This design comes from an exercise in tuning for small area on the open sky130 flow, not from production work.
Only simulation tests tie the RTL to the original design; equivalence was not proved.

==> flow/design.v (outline; a module is shown in full before it is edited, if it fits) <==
// module fa: 4 lines
// module ha: 4 lines
// module filter: 9339 lines
module filter (
  input  wire               clk,
  input  wire               reset,
  input  wire signed [15:0] data_in,
  output wire signed [34:0] data_out
);
  // ...
==> flow/run.sh <==
#!/bin/bash
# synth_recipe.tcl (not shown) runs the flow's synth.tcl, then flattens the netlist and writes it again
# the make line also repeats each setting of config.mk as NAME=value (left out here)
make -C /OpenROAD-flow-scripts/flow DESIGN_CONFIG=/design/flow/config.mk WORK_HOME=/design/flow/orfs CLKGATE_MAP_FILE= SYNTH_SCRIPT=/design/flow/synth_recipe.tcl finish
==> flow/config.mk <==
export PLATFORM = sky130hd
export DESIGN_NAME = filter
export DESIGN_NICKNAME = filter
export VERILOG_FILES = /design/flow/design.v
export SDC_FILE = /design/flow/constraint.sdc
export NUM_CORES = 4
export LEC_CHECK = 0
export ABC_AREA = 1
export CAP_MARGIN = 20
export CORE_MARGIN = 2
export CORE_UTILIZATION = 50
export SLEW_MARGIN = 20
export SYNTH_HIERARCHICAL = 1
export SYNTH_MINIMUM_KEEP_SIZE = 0
==> flow/constraint.sdc <==
create_clock -name core_clock -period 20.0 [get_ports {clk}]
set_input_delay 4.0000 -clock core_clock [delete_from_list [all_inputs] [get_ports {clk}]]
set_output_delay 4.0000 -clock core_clock [all_outputs]
set_load 0.01 [all_outputs]
==> results_dict.tcl, run 1 <==
set metrics [dict create \
    critPathRequiredTime_ps 20710 \
    final_util 0.549 \
    place_area_sq_um 102000 \
    syn_area_sq_um 99400 \
    grt-busiest-layer "met1" \
    synth_edf_count 0 \
    reg2reg_from "x16[0]$_SDFF_PP1_" \
    r2r-end "r28_0$_SDFF_PP1_" \
    fmax_ghz 0.0555 \
    drt-total-wl_um 424000 \
    synth-compound-area-share 0.0000503 \
    fillCellCount 16208 \
    min_period_ps 18020 \
    timing.final.ws_setup_ps 1980 \
    core_sq_um 197000 \
    r2r_slack_ps 1980 \
    sh_seq_area 0.306 \
    fp.dieH_um 450 \
    drt_iter0_drc 7502 \
    status "finished clean" \
    buffer_area_frac 0.00635 \
    wl_met2_um 156000 \
    synth_nets 9934 \
    seq_cells 1657 \
    top_layer "met5" \
    largest_class "multi-input gates" \
    path_clk_slew_ps 60 \
    grt_first_pass_wirelength_um 554000 \
    numCtsBuffers 175 \
    cap_viol_max_count 0 \
    fin_crit_sh 0.901 \
    synth-adder-area-share 0.568 \
    hold_viol 0 \
    grt_pass1_vias 61564 \
]
==> inputs of run 2 (changes only) <==
==> flow/flow/run.sh (new file) <==
#!/bin/bash
# The standard layout, except for the clock tree: sinks are clustered in
# groups of at most 16 within 100 um, driven by clkbuf_8 leaf buffers, and no
# dummy balancing loads are added.  Everything else (synthesis, floorplan,
# placement, routing) is the standard flow.
set -euo pipefail
export CTS_ARGS="-sink_clustering_enable -repair_clock_nets -dont_use_dummy_load -buf_list sky130_fd_sc_hd__clkbuf_8 -sink_clustering_size 16 -sink_clustering_max_diameter 100"
bash standard.sh > standard.log 2>&1
==> flow/standard.sh (new file) <==
#!/bin/bash
# synth_recipe.tcl (not shown) runs the flow's synth.tcl, then flattens the netlist and writes it again
# the make line also repeats each setting of config.mk as NAME=value (left out here)
make -C /OpenROAD-flow-scripts/flow DESIGN_CONFIG=/design/flow/config.mk WORK_HOME=/design/flow/orfs CLKGATE_MAP_FILE= SYNTH_SCRIPT=/design/flow/synth_recipe.tcl "${@:-finish}"
removed: flow/run.sh
==> results_dict.tcl, run 2 <==
set metrics [dict create \
    rsz0062_at_grt "false" \
    postSynthAreaPerCell_sq_um 14.2 \
    port_buffers 52 \
    initial_core_util 0.504 \
    cts_hold_buf 0 \
    synthSimpleGateAreaFrac 0.0639 \
    synth_nets 9934 \
    numCtsBuffers 130 \
    grt_pass1_vias 60660 \
    reg2reg_from "x16[0]$_SDFF_PP1_" \
    grt_first_pass_wirelength_um 550000 \
    fin_tns_setup_ps 0 \
    path_buf_inv 0 \
    timing.final.ws_setup_ps 1990 \
    path_clk_slew_ps 110 \
    ys_top_cells_by_area "fa_1 (54%), dfxtp_1 (33%), nand2_1 (3.1%)" \
    synth_edf_count 0 \
    ff_latch_area_sq_um 33200 \
    grt-ovfl-total 0 \
    cp_slowest_cell "fa_1" \
    fillCellCount 16747 \
    yosysMostFrequentCell "fa_1" \
    crit_family "adder cells" \
    cap_viol_max_count 0 \
    critPathRequiredTime_ps 20810 \
    maxSlewViolCount 0 \
    grt_usage 0.426 \
    worstSetupPathType "reg2reg" \
    synth_top_family_by_area "adder cells" \
    netlist_instances 7018 \
    num_io_pins 53 \
    hold_viol 0 \
    cts_sinks 1657 \
    synthMuxAreaShare 0 \
    post-route-drc-count 0 \
    drt_iter0_drc 7750 \
    final_cell_mix "fa_1 (2698), dfxtp_1 (1657), nand2_1 (834)" \
    worstHoldStart "x5[14]$_SDFF_PP0_" \
    clock_skew_ps 109 \
    drtAntennaViolNets 0 \
    post_cts_buffers 0 \
    synth.distinct_cells 16 \
    synthArstFlopShare 0 \
    synth_warnings 7 \
    post_cts_resized 0 \
    worst_slew_pin_slew_ps 1310 \
    synth-xor-area-share 0.00167 \
    viasPerCell 5.78 \
    fin_crit_sh 0.900 \
    critPathMaxStageDelay_ps 910 \
    place_area_sq_um 102000 \
    area_growth_pct 4.70 \
    dieArea_sq_um 202000 \
    cts_root_buf "clkbuf_8" \
    via_count 55761 \
    dpl_worst_slack_ps 2090 \
    synth-seq-cells 1657 \
    core_sq_um 197000 \
    ys.flop_type "dfxtp_1" \
    synth-compound-area-share 0.0000503 \
    slew_headroom 0.122 \
    layout_commonest_cell "fa_1" \
    hold_ws_ps 358 \
    drt-total-wl_um 422000 \
    drive_gt1_frac 0.0234 \
    yosysTopAreaCell "fa_1" \
    fp.dieH_um 450 \
    crit_start "x16[0]$_SDFF_PP1_" \
    min_period_ps 18010 \
    critPathLaunchType "register" \
    fmax_ghz 0.0555 \
    holdCritPathClass "reg2reg" \
    antenna_found_initial 21 \
    synth-adder-area-share 0.568 \
    final-setup-viol-count 0 \
    yosysSeqAreaShare 0.334 \
    stdcell_area_sq_um 104000 \
    cpMostUsedCell "fa_1" \
    die_w_um 450 \
    multi_input_comb_area_sq_um 63000 \
    cp_max_fo 2 \
    finalWeightedCongestion 1.08 \
    avgRoutedWirePerCell_um 43.7 \
    yosysTopAreaCellShare 0.543 \
    final_nets 9921 \
    clk_latency_ps 950 \
    rows 163 \
    synth_common_cells "fa_1 (2698), dfxtp_1 (1657), nand2_1 (834)" \
    cts_tree "done" \
    h-tree-depth 4 \
    grt_start_max_net_pins 205 \
    dr.pass1.iters 8 \
    endpoint_kind "register" \
    crit_arrival_ps 18820 \
    hpwl_um 378000 \
    syn_area_sq_um 99400 \
    status "finished clean" \
    clk_path_buf_depth 3 \
]
-- run 2: final timing paths --
| check | endpoint | slack [ps] | depth (start not counted) |
|---|---|---|---|
| max | r28_0$_SDFF_PP1_ | 1990 | 38 |
| min | x6[14]$_SDFF_PP1_ | 360 | 1 |
| max reg2reg | r28_0$_SDFF_PP1_ | 1990 | 38 |
| min reg2reg | x6[14]$_SDFF_PP1_ | 360 | 1 |
-- run 2: final cells by class --
type / instances / area share
flip-flops and latches: 1657 / 0.319
repair buffers: 67 / 0.00661
multi-input cells: 4598 / 0.606
well taps: 2640 / 0.0317
diodes: 10 / 0.000240
inverters: 551 / 0.0199
clock buffers: 130 / 0.0172
-- run 2: cell families (layout without fill, tap and decap cells) --
| family | count (synthesis) | count (layout) |
|---|---|---|
| compound gates | 1 | 1 |
| xor+xnor | 19 | 19 |
| fa+ha+maj | 2898 | 2898 |
| buf+inv | 763 | 748 |
| flops | 1657 | 1657 |
| other cells | 0 | 10 |
| simple gates | 1680 | 1680 |
-- run 2: routing by layer --
metal  wire [um]  vias to the layer above  global-route usage  part of all wire
met5         159                        -                   0           0.00038
met4        9030                       22              0.0784             0.021
met3       75400                      384               0.269              0.18
met2      154000                     3322               0.511              0.36
met1      183000                    31450               0.642              0.43
li1            -                    20583                   -                 -
-- run 2: per-stage QoR --
stage	util	instances
3_5_place_dp	0.518	9513
2_1_floorplan	-	7018
3_3_place_gp	0.518	9513
6_report	0.527	9653
5_1_grt	0.527	9649
4_1_cts	0.527	9643
-- run 2: modules after synthesis (local to each module, per instance) --
| module | cells inside | copies in the design |
|---|---|---|
| filter | 4184 | 1 |
| fa | 1 | 2695 |
| ha | 1 | 139 |
==> inputs of run 3 (changes only) <==
==> flow/flow/run.sh (replaced) <==
#!/bin/bash
# The standard layout (standard.sh, every step unchanged) with one
# setting of its own:
#  - clock tree: sinks clustered in groups of at most 12 within 80 um, each
#    cluster driven by a clkbuf_8, and no dummy balancing loads;

# The make output goes to standard.log; each step's log is under orfs/logs.
set -euo pipefail
export CTS_ARGS="-sink_clustering_enable -repair_clock_nets -dont_use_dummy_load -buf_list sky130_fd_sc_hd__clkbuf_8 -sink_clustering_size 12 -sink_clustering_max_diameter 80"
bash standard.sh > standard.log 2>&1
==> results_dict.tcl, run 3 <==
set metrics [dict create \
    stdcell_area_sq_um 105000 \
    r2r_cells 38 \
    area_growth_pct 5.24 \
    cts_root_buf "clkbuf_8" \
    maxSlewViolCount 0 \
    post_cts_buffers 0 \
    endpoint_kind "register" \
    avgRoutedWirePerCell_um 43.6 \
    core_sq_um 197000 \
    cap_viol_max_count 0 \
    fin_tns_setup_ps 0 \
    ys_top_cells_by_area "fa_1 (54%), dfxtp_1 (33%), nand2_1 (3.1%)" \
    place_area_sq_um 102000 \
    initial_core_util 0.504 \
    finalWeightedCongestion 1.08 \
    yosysSeqAreaShare 0.334 \
    antenna_found_initial 16 \
    synthMuxAreaShare 0 \
    synthArstFlopShare 0 \
    synth-adder-area-share 0.568 \
    grt_pass1_vias 61012 \
    synth-xor-area-share 0.00167 \
    synth_top_family_by_area "adder cells" \
    hold_viol 0 \
    synth_nets 9934 \
    hpwl_um 378000 \
    reg2reg_from "x16[0]$_SDFF_PP1_" \
    clk_latency_ps 1000 \
    cts_tree "done" \
    ys.flop_type "dfxtp_1" \
    netlist_instances 7018 \
    clock_skew_ps 111 \
    grt_first_pass_wirelength_um 552000 \
    worstSetupPathType "reg2reg" \
    final_util 0.530 \
    synth_edf_count 0 \
    syn_area_sq_um 99400 \
    drt-total-wl_um 422000 \
    cpMostUsedCell "fa_1" \
    drtAntennaViolNets 0 \
    r2r_slack_ps 1990 \
    hold_ws_ps 338 \
    synthSimpleGateAreaFrac 0.0639 \
    final_cell_mix "fa_1 (2698), dfxtp_1 (1657), nand2_1 (834)" \
    worst_slew_pin_slew_ps 1270 \
    cts_hold_buf 0 \
    postSynthAreaPerCell_sq_um 14.2 \
    path_clk_slew_ps 90 \
    synth-compound-area-share 0.0000503 \
    fin_cells 9691 \
    port_buffers 52 \
    via_count 56142 \
    num_io_pins 53 \
    h-tree-depth 4 \
    numCtsBuffers 169 \
    die_w_um 450 \
    yosysTopAreaCell "fa_1" \
    grt_usage 0.426 \
    yosysMostFrequentCell "fa_1" \
    viasPerCell 5.79 \
    rsz0062_at_grt "false" \
    crit_arrival_ps 18820 \
    critPathLaunchType "register" \
    synth.distinct_cells 16 \
    yosysTopAreaCellShare 0.543 \
    cp_max_fo 2 \
    cts_sinks 1657 \
    r2r-end "r28_0$_SDFF_PP1_" \
    layout_commonest_cell "fa_1" \
    synth_warnings 7 \
    rows 163 \
    final-setup-viol-count 0 \
    post-route-drc-count 0 \
    critPathRequiredTime_ps 20800 \
    min_period_ps 18010 \
    synth_common_cells "fa_1 (2698), dfxtp_1 (1657), nand2_1 (834)" \
    holdCritPathClass "reg2reg" \
    clk_path_buf_depth 3 \
    dpl.cell_count 9513 \
    final_nets 9960 \
    drive_gt1_frac 0.0290 \
    grt-ovfl-total 0 \
    fp.dieH_um 450 \
    fmax_ghz 0.0555 \
    cp_slowest_cell "fa_1" \
    dr.pass1.iters 6 \
    slew_headroom 0.151 \
    post_cts_resized 0 \
    synth-seq-cells 1657 \
    fin_crit_sh 0.901 \
    status "finished clean" \
    cp-endpoint "r28_0$_SDFF_PP1_" \
    grt_start_max_net_pins 205 \
    dieArea_sq_um 202000 \
    critPathMaxStageDelay_ps 890 \
    drt_iter0_drc 7569 \
    crit_start "x16[0]$_SDFF_PP1_" \
]
## run 3: worst min-delay path by stage
stage                        from            endpoint  slack, ps  depth (start not counted)
6_report       x73[12]$_SDFF_PP0_  x74[12]$_SDFF_PP1_        340                          1
5_1_grt         x33[0]$_SDFF_PP0_   x34[0]$_SDFF_PP1_        360                          1
4_1_cts         x33[0]$_SDFF_PP0_   x34[0]$_SDFF_PP1_        340                          1
3_5_place_dp    x27[0]$_SDFF_PP0_   x28[0]$_SDFF_PP1_        380                          1
3_3_place_gp    x49[0]$_SDFF_PP0_   x50[0]$_SDFF_PP1_        380                          1
2_1_floorplan   x87[0]$_SDFF_PP0_   x88[0]$_SDFF_PP1_        370                          1
## run 3: cells by family (layout without fill, tap and decap cells)
group	Yosys count	in the layout
AO/OA/AOI/OAI	1	1
XOR/XNOR	19	19
adder cells (fa/ha/maj)	2898	2898
buffers and inverters	763	787
flip-flops	1657	1657
other	0	9
AND/OR/NAND/NOR	1680	1680
## run 3: area by class of cell
type | count | area, sq um
multi-input combinational | 4598 | 63000
sequential | 1657 | 33200
inverter | 551 | 2080
antenna | 9 | 22.5
tap | 2640 | 3300
fill | 16659 | 92800
clock buffer | 169 | 2330
timing repair buffer | 67 | 688
## run 3: layer usage
metal | vias up | track usage | part of all wire
met1 | 31695 | 0.645 | 0.44
met5 | - | 0 | 0.00022
li1 | 20665 | - | -
met4 | 10 | 0.0785 | 0.020
met3 | 379 | 0.267 | 0.18
met2 | 3393 | 0.512 | 0.37
## run 3: stage by stage
stage          worst slack [ps]
6_report                   1990
2_1_floorplan              3460
3_3_place_gp               2120
5_1_grt                    1740
4_1_cts                    2030
3_5_place_dp               2090
## run 3: modules after synthesis (local to each module, per instance)
module / flops+latches / area [sq um]
ha: 0 / 12.5
filter: 1657 / 43700
fa: 0 / 20.0
## run 3: worst max-delay path: cells and delay by family (launching register included)
family / cells / cell delay (ps)
simple gates: 1 / 290
flops: 1 / 330
fa+ha+maj: 37 / 17180

## what the ideal ports hide
The flow's constraints put no driver on any port. The routed layouts listed below were extracted and timed again, unchanged, in two steps. Step 1 assumes that a clkbuf_16 drives the clock port and a buf_2 every other input. Step 2 times the ports against the registers' clock, not the clock port: input delays grow and output delays shrink by t, the midpoint of the rising clock arrivals with the driver on. Slacks: no drivers / after step 1 / after step 2; pairs: no drivers / after step 1.
run	t, ns	setup WS [ns]	hold slack, ns	worst register clock-pin slew, ns	pins driven straight from the clock port
run 1	0.945	1.976 / 1.976 / 1.976	0.379 / 0.379 / 0.379	0.08 / 0.08	1
run 2	1.000	1.993 / 1.993 / 1.993	0.358 / 0.358 / 0.358	0.12 / 0.12	1
run 3	1.022	1.985 / 1.985 / 1.985	0.338 / 0.338 / 0.338	0.10 / 0.10	1
After both steps every run listed still meets setup and hold.
